What follows belongs to an exercise in optimizing a design on an open flow for small area; a production flow would make more cautious choices. Function was checked by simulation only, so behaviour that the tests miss may differ from the original. Power figures rest on the tool's default switching activity, not on a simulated workload.

Setup of v25:
==> flow/design.v (excerpt) <==
module VGA_Display(input clk, input left, input left_2, input rst, input switch, input AI_switch,
						 output [2:0] R, output [2:0] G, output [1:0] B, output vga_out_vsync, output vga_out_hsync,
						 output reg flag, output [6:0] OUT, output[3:0] EN,
						 input MISO, output SS, output MOSI, output SCLK,
						 input MISO_P2, output SS_P2, output MOSI_P2, output SCLK_P2 ,output test,
						 input fast);
Size: ~1300 cells after synthesis, ~190 flip-flops, roughly 38 I/O pins, about 11000 um2 of cells after synthesis.
clock: 10.0 ns
lec_check: 0
cap_margin: 20
core_margin: 2
core_utilization: 40
slew_margin: 20
standard.sh (not shown) runs the stock make flow with config.mk's settings and CLKGATE_MAP_FILE= SYNTH_SCRIPT=/design/flow/synth_recipe.tcl, a recipe that flattens the netlist after the stock synthesis.
==> flow/flow/run.sh <==
#!/bin/bash
# Layout flow: the standard ORFS flow, with changes that only affect
# cell choice:
#  - ABC restructures the logic for fewer nodes (&deepsyn, 2 minutes) and
#    maps it with an area-oriented script (flow/abc_area.script)
#    instead of ORFS's delay-oriented one (registers are mapped before ABC
#    and are untouched by it);
#  - adders are left to ABC (no full/half-adder cell extraction before it);
#  - the input/output port buffers are buf_1 cells;
#  - clock tree synthesis uses clkbuf_8 and adds no dummy loads.
# Each tool's output goes to a log file in this folder.
set -euo pipefail
WORK=$(pwd)
rm -rf "$WORK/scripts_local"
cp -r "$FLOW_HOME/scripts" "$WORK/scripts_local"
cp "$WORK/flow/abc_area.script" "$WORK/scripts_local/abc_speed.script"
bash "$WORK/standard.sh" SCRIPTS_DIR="$WORK/scripts_local" ADDER_MAP_FILE= \
	BUFFER_PORTS_ARGS="-buffer_cell sky130_fd_sc_hd__buf_1" \
	CTS_ARGS="-sink_clustering_enable -repair_clock_nets -dont_use_dummy_load -buf_list \"sky130_fd_sc_hd__clkbuf_8 sky130_fd_sc_hd__clkbuf_16\"" finish > "$WORK/flow_make.log" 2>&1
==> flow/flow/abc_area.script <==
strash
&get -n
&fraig -x
&put
scorr
dc2
strash
&get -n
&deepsyn -T 120
&put
strash
&get -n
&dch -f
&nf -R 1000 -p
&put
v25 did not finish; a tool error ended it in clock tree synthesis.
[inputs] v51 vs v25
- CORE_UTILIZATION changed from 40 to 75
-- flow/flow/run.sh --
<<< v25, line 17
bash "$WORK/standard.sh" SCRIPTS_DIR="$WORK/scripts_local" ADDER_MAP_FILE= \
	BUFFER_PORTS_ARGS="-buffer_cell sky130_fd_sc_hd__buf_1" \
	CTS_ARGS="-sink_clustering_enable -repair_clock_nets -dont_use_dummy_load -buf_list \"sky130_fd_sc_hd__clkbuf_8 sky130_fd_sc_hd__clkbuf_16\"" finish > "$WORK/flow_make.log" 2>&1
>>> v51, line 17
bash "$WORK/standard.sh" SCRIPTS_DIR="$WORK/scripts_local" ADDER_MAP_FILE= \
	BUFFER_PORTS_ARGS="-buffer_cell sky130_fd_sc_hd__buf_1" \
	CTS_ARGS="-sink_clustering_enable -repair_clock_nets -dont_use_dummy_load -buf_list sky130_fd_sc_hd__clkbuf_8" finish > "$WORK/flow_make.log" 2>&1
--- outcome ---
v51 went all the way through the flow, and no timing, DRC or antenna check failed.
Compared with v25, v51 shows a lower simple-gate share of the synthesized area.
v51 ends up with a die boundary height that is about 26% lower than in v25.
From v25 to v51 the numbers moved as follows: synthesized net count now sits at about the same level; worst setup slack after placement decreased 0.0036 ns; synthesized area per cell saw little to no change; post-synthesis share of cell area spent on full adders, half adders and majority gates stayed essentially flat.
Xor/xnor share of the synthesized area: v51 higher than v25
Comparing v51 and v25, number of core rows is lower on v51.
v51 and v25 ended up with nearly the same synthesized cell count.
Mapped cell area delta (v25 -> v51): insignificant
Edits applied to the flow inputs when going from v51 to v5:
- CORE_UTILIZATION: 75 -> 40
-- flow/flow/run.sh --
<<< v51, line 17
bash "$WORK/standard.sh" SCRIPTS_DIR="$WORK/scripts_local" ADDER_MAP_FILE= \
	BUFFER_PORTS_ARGS="-buffer_cell sky130_fd_sc_hd__buf_1" \
	CTS_ARGS="-sink_clustering_enable -repair_clock_nets -dont_use_dummy_load -buf_list sky130_fd_sc_hd__clkbuf_8" finish > "$WORK/flow_make.log" 2>&1
>>> v5, line 17
bash "$WORK/standard.sh" SCRIPTS_DIR="$WORK/scripts_local" ADDER_MAP_FILE= \
	BUFFER_PORTS_ARGS="-buffer_cell sky130_fd_sc_hd__buf_1" \
	CTS_ARGS="-sink_clustering_enable -repair_clock_nets -dont_use_dummy_load -buf_list {sky130_fd_sc_hd__clkbuf_8 sky130_fd_sc_hd__clkbuf_16}" finish > "$WORK/flow_make.log" 2>&1
Findings:
Taking v51 as the reference, in v5 detailed route wirelength on metal2 has increased, hold slack essentially unchanged, logic depth of the worst path, buffers included went down 3, fraction of power spent switching nets lost 2.5 points. v5 went all the way through synthesis, placement and routing and the layout is clean on timing, DRC and antenna.
[inputs] v35 vs v5
- CORE_UTILIZATION now 60, was 40
-- flow/flow/run.sh --
<<< v5, line 17
bash "$WORK/standard.sh" SCRIPTS_DIR="$WORK/scripts_local" ADDER_MAP_FILE= \
	BUFFER_PORTS_ARGS="-buffer_cell sky130_fd_sc_hd__buf_1" \
	CTS_ARGS="-sink_clustering_enable -repair_clock_nets -dont_use_dummy_load -buf_list {sky130_fd_sc_hd__clkbuf_8 sky130_fd_sc_hd__clkbuf_16}" finish > "$WORK/flow_make.log" 2>&1
>>> v35, line 17
bash "$WORK/standard.sh" SCRIPTS_DIR="$WORK/scripts_local" ADDER_MAP_FILE= \
	BUFFER_PORTS_ARGS="-buffer_cell sky130_fd_sc_hd__buf_1" \
	CTS_ARGS="-sink_clustering_enable -repair_clock_nets -dont_use_dummy_load -buf_list sky130_fd_sc_hd__clkbuf_8" finish > "$WORK/flow_make.log" 2>&1
Results
- Looking at time the final worst path needs with I/O delays and setup across both flows, v35 is the weaker of the two, with v5 ahead.
- In the tables for v35 and v5, post-layout total power reads higher with v5.
- Against v5, v35 comes in 1.3 points higher on register share of the cell area.
- All of v35 and v5 finish clean.
Modified inputs, v44 compared to v35
- CORE_UTILIZATION: 60 -> 40
-- flow/flow/run.sh --
<<< v35, line 2
# Layout flow: the standard ORFS flow, with changes that only affect
# cell choice:
#  - ABC restructures the logic for fewer nodes (&deepsyn, 2 minutes) and
#    maps it with an area-oriented script (flow/abc_area.script)
#    instead of ORFS's delay-oriented one (registers are mapped before ABC
#    and are untouched by it);
>>> v44, line 2
# Layout flow: the standard ORFS flow, with changes that only affect
# cell choice:
#  - ABC maps the logic with an area-oriented script (flow/abc_area.script)
#    instead of ORFS's delay-oriented one (registers are mapped before ABC
#    and are untouched by it);
==> flow/flow/abc_area.script <==
strash
&get -n
&fraig -x
&put
scorr
dc2
strash
&get -n
&syn2
&dch -f
&nf -R 1000 -p
&put
strash
dch -f
&get -n
&nf -R 1000 -p
&put
Min met2 layer usage reported by global route across v35 and v44: v44. Data arrival at the endpoint of the critical path | v44 above v35. From v35 to v44 the numbers moved as follows: fraction of the mapped netlist area in adder cells increased 0.42 points; overall track demand over capacity in global routing decreased 6.5 points; core utilization decreased by 21 points relative to the old numbers. Cell area after synthesis of v44 exceeds that of v35 by a few percent. v44 vs v35: instance area after placement up by a little under 10%.
Inputs modified between v44 and v20:
- a change of CORE_UTILIZATION from 40 to 60
==> flow/flow/run.sh <==
#!/bin/bash
# Layout flow: the standard ORFS flow, with changes that only affect
# cell choice:
#  - ABC restructures the logic for fewer nodes (&deepsyn, 2 minutes) and
#    maps it with an area-oriented script (flow/abc_area.script)
#    instead of ORFS's delay-oriented one (registers are mapped before ABC
#    and are untouched by it);
#  - adders are left to ABC (no full/half-adder cell extraction before it);
#  - the input/output port buffers are buf_1 cells;
#  - clock tree synthesis uses clkbuf_8 and adds no dummy loads.
# Each tool's output goes to a log file in this folder.
set -euo pipefail
WORK=$(pwd)
rm -rf "$WORK/scripts_local"
cp -r "$FLOW_HOME/scripts" "$WORK/scripts_local"
cp "$WORK/flow/abc_area.script" "$WORK/scripts_local/abc_speed.script"
bash "$WORK/standard.sh" SCRIPTS_DIR="$WORK/scripts_local" ADDER_MAP_FILE= \
	BUFFER_PORTS_ARGS="-buffer_cell sky130_fd_sc_hd__buf_1" \
	CTS_ARGS="-sink_clustering_enable -repair_clock_nets -dont_use_dummy_load -buf_list {sky130_fd_sc_hd__clkbuf_4 sky130_fd_sc_hd__clkbuf_8} -sink_clustering_buffer sky130_fd_sc_hd__clkbuf_4 -sink_clustering_size 6 -sink_clustering_max_diameter 60" finish > "$WORK/flow_make.log" 2>&1
==> flow/flow/abc_area.script <==
strash
&get -n
&fraig -x
&put
scorr
dc2
strash
&get -n
&deepsyn -T 120
&put
strash
&get -n
&dch -f
&nf -R 1000 -p
&put
[summary]
From v44 to v20 the numbers moved as follows: area of the die now smaller; smallest setup slack after layout picked up an extra 0.85 ns; sequential power essentially unchanged; fraction of synthesized cell area in xor and xnor cells climbed 1.3 points.

---

Another version of the RTL of VGA_Display (not shown whole).
Size: roughly 1300 cells after synthesis, roughly 190 flip-flops.
Settings: LEC_CHECK=0, CAP_MARGIN=20, CORE_MARGIN=2, CORE_UTILIZATION=40, SLEW_MARGIN=20; clock period 10.0 ns.
==> flow/flow/run.sh <==
#!/bin/bash
# Layout flow: the standard ORFS flow, with two changes that only affect
# cell choice:
#  - ABC maps the logic with an area-oriented script (flow/abc_area.script)
#    instead of ORFS's delay-oriented one (registers are mapped before ABC
#    and are untouched by it);
#  - the input/output port buffers are buf_1 cells;
#  - clock tree synthesis uses clkbuf_8 and adds no dummy loads.
# Each tool's output goes to a log file in this folder.
set -euo pipefail
WORK=$(pwd)
rm -rf "$WORK/scripts_local"
cp -r "$FLOW_HOME/scripts" "$WORK/scripts_local"
cp "$WORK/flow/abc_area.script" "$WORK/scripts_local/abc_speed.script"
bash "$WORK/standard.sh" SCRIPTS_DIR="$WORK/scripts_local" \
	BUFFER_PORTS_ARGS="-buffer_cell sky130_fd_sc_hd__buf_1" \
	CTS_ARGS="-sink_clustering_enable -repair_clock_nets -dont_use_dummy_load -buf_list sky130_fd_sc_hd__clkbuf_8" finish > "$WORK/flow_make.log" 2>&1
==> flow/flow/abc_area.script <==
strash
&get -n
&fraig -x
&put
scorr
dc2
strash
&get -n
&syn2
&dch -f
&nf -R 1000 -p
&put
strash
dch -f
&get -n
&nf -R 1000 -p
&put
Next try:
--- a/flow/flow/run.sh
+++ b/flow/flow/run.sh
@@ -16,2 +16,2 @@
 	BUFFER_PORTS_ARGS="-buffer_cell sky130_fd_sc_hd__buf_1" \
-	CTS_ARGS="-sink_clustering_enable -repair_clock_nets -dont_use_dummy_load -buf_list sky130_fd_sc_hd__clkbuf_8" finish > "$WORK/flow_make.log" 2>&1
+	CTS_ARGS="-sink_clustering_enable -repair_clock_nets -dont_use_dummy_load -buf_list sky130_fd_sc_hd__clkbuf_8 -sink_clustering_size 10" finish > "$WORK/flow_make.log" 2>&1
Outcome: The changed run passed the timing, design-rule and antenna checks; die area does not change; sequential share of layout area stays the same; setup slack stays the same; total power does not change; clock-buffer cell count stays the same; combinational power stays flat; global-route usage stays the same.
Next try:
==> flow/run.sh (new file) <==
#!/bin/bash
# synth_recipe.tcl (not shown) runs the flow's synth.tcl, then flattens the netlist and writes it again
# the make line also repeats each setting of config.mk as NAME=value (left out here)
make -C /OpenROAD-flow-scripts/flow DESIGN_CONFIG=/design/flow/config.mk WORK_HOME=/design/flow/orfs CLKGATE_MAP_FILE= SYNTH_SCRIPT=/design/flow/synth_recipe.tcl finish
CTS_BUF_LIST = sky130_fd_sc_hd__clkbuf_8   (was unset)
removed: flow/flow/run.sh
removed: flow/flow/abc_area.script
removed: flow/standard.sh
Outcome: Routed wire length came out higher by 4.8%. Setup slack degrades by 0.20 ns. Power rose by 12%. Count of clock-buffer cells in the layout rose by 1. Clock power came out higher by 37%. Utilization increases by 0.73 points. Sequential share of layout area shrinks by 2.0 points. Register-to-register slack improves by 0.74 ns. Non-clock buffer count went down by 1.
Next try:
==> flow/flow/run.sh (new file) <==
#!/bin/bash
# Layout flow: the standard ORFS flow, with two changes that only affect
# cell choice:
#  - ABC maps the logic with an area-oriented script (flow/abc_area.script)
#    instead of ORFS's delay-oriented one (registers are mapped before ABC
#    and are untouched by it);
#  - the input/output port buffers are buf_1 cells.
# Each tool's output goes to a log file in this folder.
set -euo pipefail
WORK=$(pwd)
rm -rf "$WORK/scripts_local"
cp -r "$FLOW_HOME/scripts" "$WORK/scripts_local"
cp "$WORK/flow/abc_area.script" "$WORK/scripts_local/abc_speed.script"
bash "$WORK/standard.sh" SCRIPTS_DIR="$WORK/scripts_local" \
	BUFFER_PORTS_ARGS="-buffer_cell sky130_fd_sc_hd__buf_1" finish > "$WORK/flow_make.log" 2>&1
==> flow/flow/abc_area.script (new file) <==
strash
&get -n
&fraig -x
&put
scorr
dc2
strash
&get -n
&syn2
&dch -f
&nf -R 1000 -p
&put
strash
dch -f
&get -n
&nf -R 1000 -p
&put
==> flow/standard.sh (new file) <==
#!/bin/bash
# synth_recipe.tcl (not shown) runs the flow's synth.tcl, then flattens the netlist and writes it again
# the make line also repeats each setting of config.mk as NAME=value (left out here)
make -C /OpenROAD-flow-scripts/flow DESIGN_CONFIG=/design/flow/config.mk WORK_HOME=/design/flow/orfs CLKGATE_MAP_FILE= SYNTH_SCRIPT=/design/flow/synth_recipe.tcl "${@:-finish}"
CTS_BUF_LIST = unset   (was sky130_fd_sc_hd__clkbuf_8)
removed: flow/run.sh
First-iteration DRC count goes up by roughly a tenth.
Die area falls by a few percent.
Routed wire length went down by a few percent.
Cell area fell by a few percent.
Hold slack hardly moves.
Flip-flop and latch count stays the same.
Register-to-register slack gets worse by 0.75 ns.

[afterwards: timing with drivers on the ports]
How much do the figures lean on ideal ports? The routed layouts below were timed once more, with nothing changed but the port constraints.
Step 1, drivers: a clkbuf_16 drives clk and a buf_2 each remaining input, both assumed.
Step 2 adds t to the input delays and takes it off the output delays; t is the mean of the earliest and latest rising clock arrival at the registers after step 1. Input paths then give back, and output paths get back, about the clock's delay inside the block.
Slacks: no drivers / after step 1 / after step 2; pairs: no drivers / after step 1.
run | t, ns | setup slack, ns | worst hold slack (ns) | worst setup path after step 2 | worst slew at a driven data input, ns
v51 | 0.496 | 2.917 / 2.875 / 3.371 | 0.363 / 0.363 / 0.363 | register to output | 0.05
v5 | 0.472 | 3.040 / 2.991 / 3.463 | 0.361 / 0.361 / 0.361 | register to output | 0.04
v35 | 0.500 | 2.964 / 2.922 / 3.422 | 0.373 / 0.373 / 0.373 | register to output | 0.05
v44 | 0.514 | 1.745 / 1.698 / 2.212 | 0.385 / 0.385 / 0.385 | register to output | 0.04
v20 | 0.510 | 2.598 / 2.553 / 3.063 | 0.379 / 0.379 / 0.379 | register to output | 0.04
the first run of note 2 | 0.520 | 1.050 / 1.006 / 1.444 | 0.365 / 0.365 / 0.365 | register to register | 0.06
the second run of note 2 | 0.520 | 1.050 / 1.006 / 1.444 | 0.365 / 0.365 / 0.365 | register to register | 0.06
the third run of note 2 | 0.547 | 0.849 / 0.803 / 1.350 | 0.371 / 0.371 / 0.371 | register to output | 0.05
the fourth run of note 2 | 0.496 | 1.081 / 1.032 / 1.434 | 0.372 / 0.372 / 0.372 | register to register | 0.06
After both steps setup and hold are still met in every run listed.
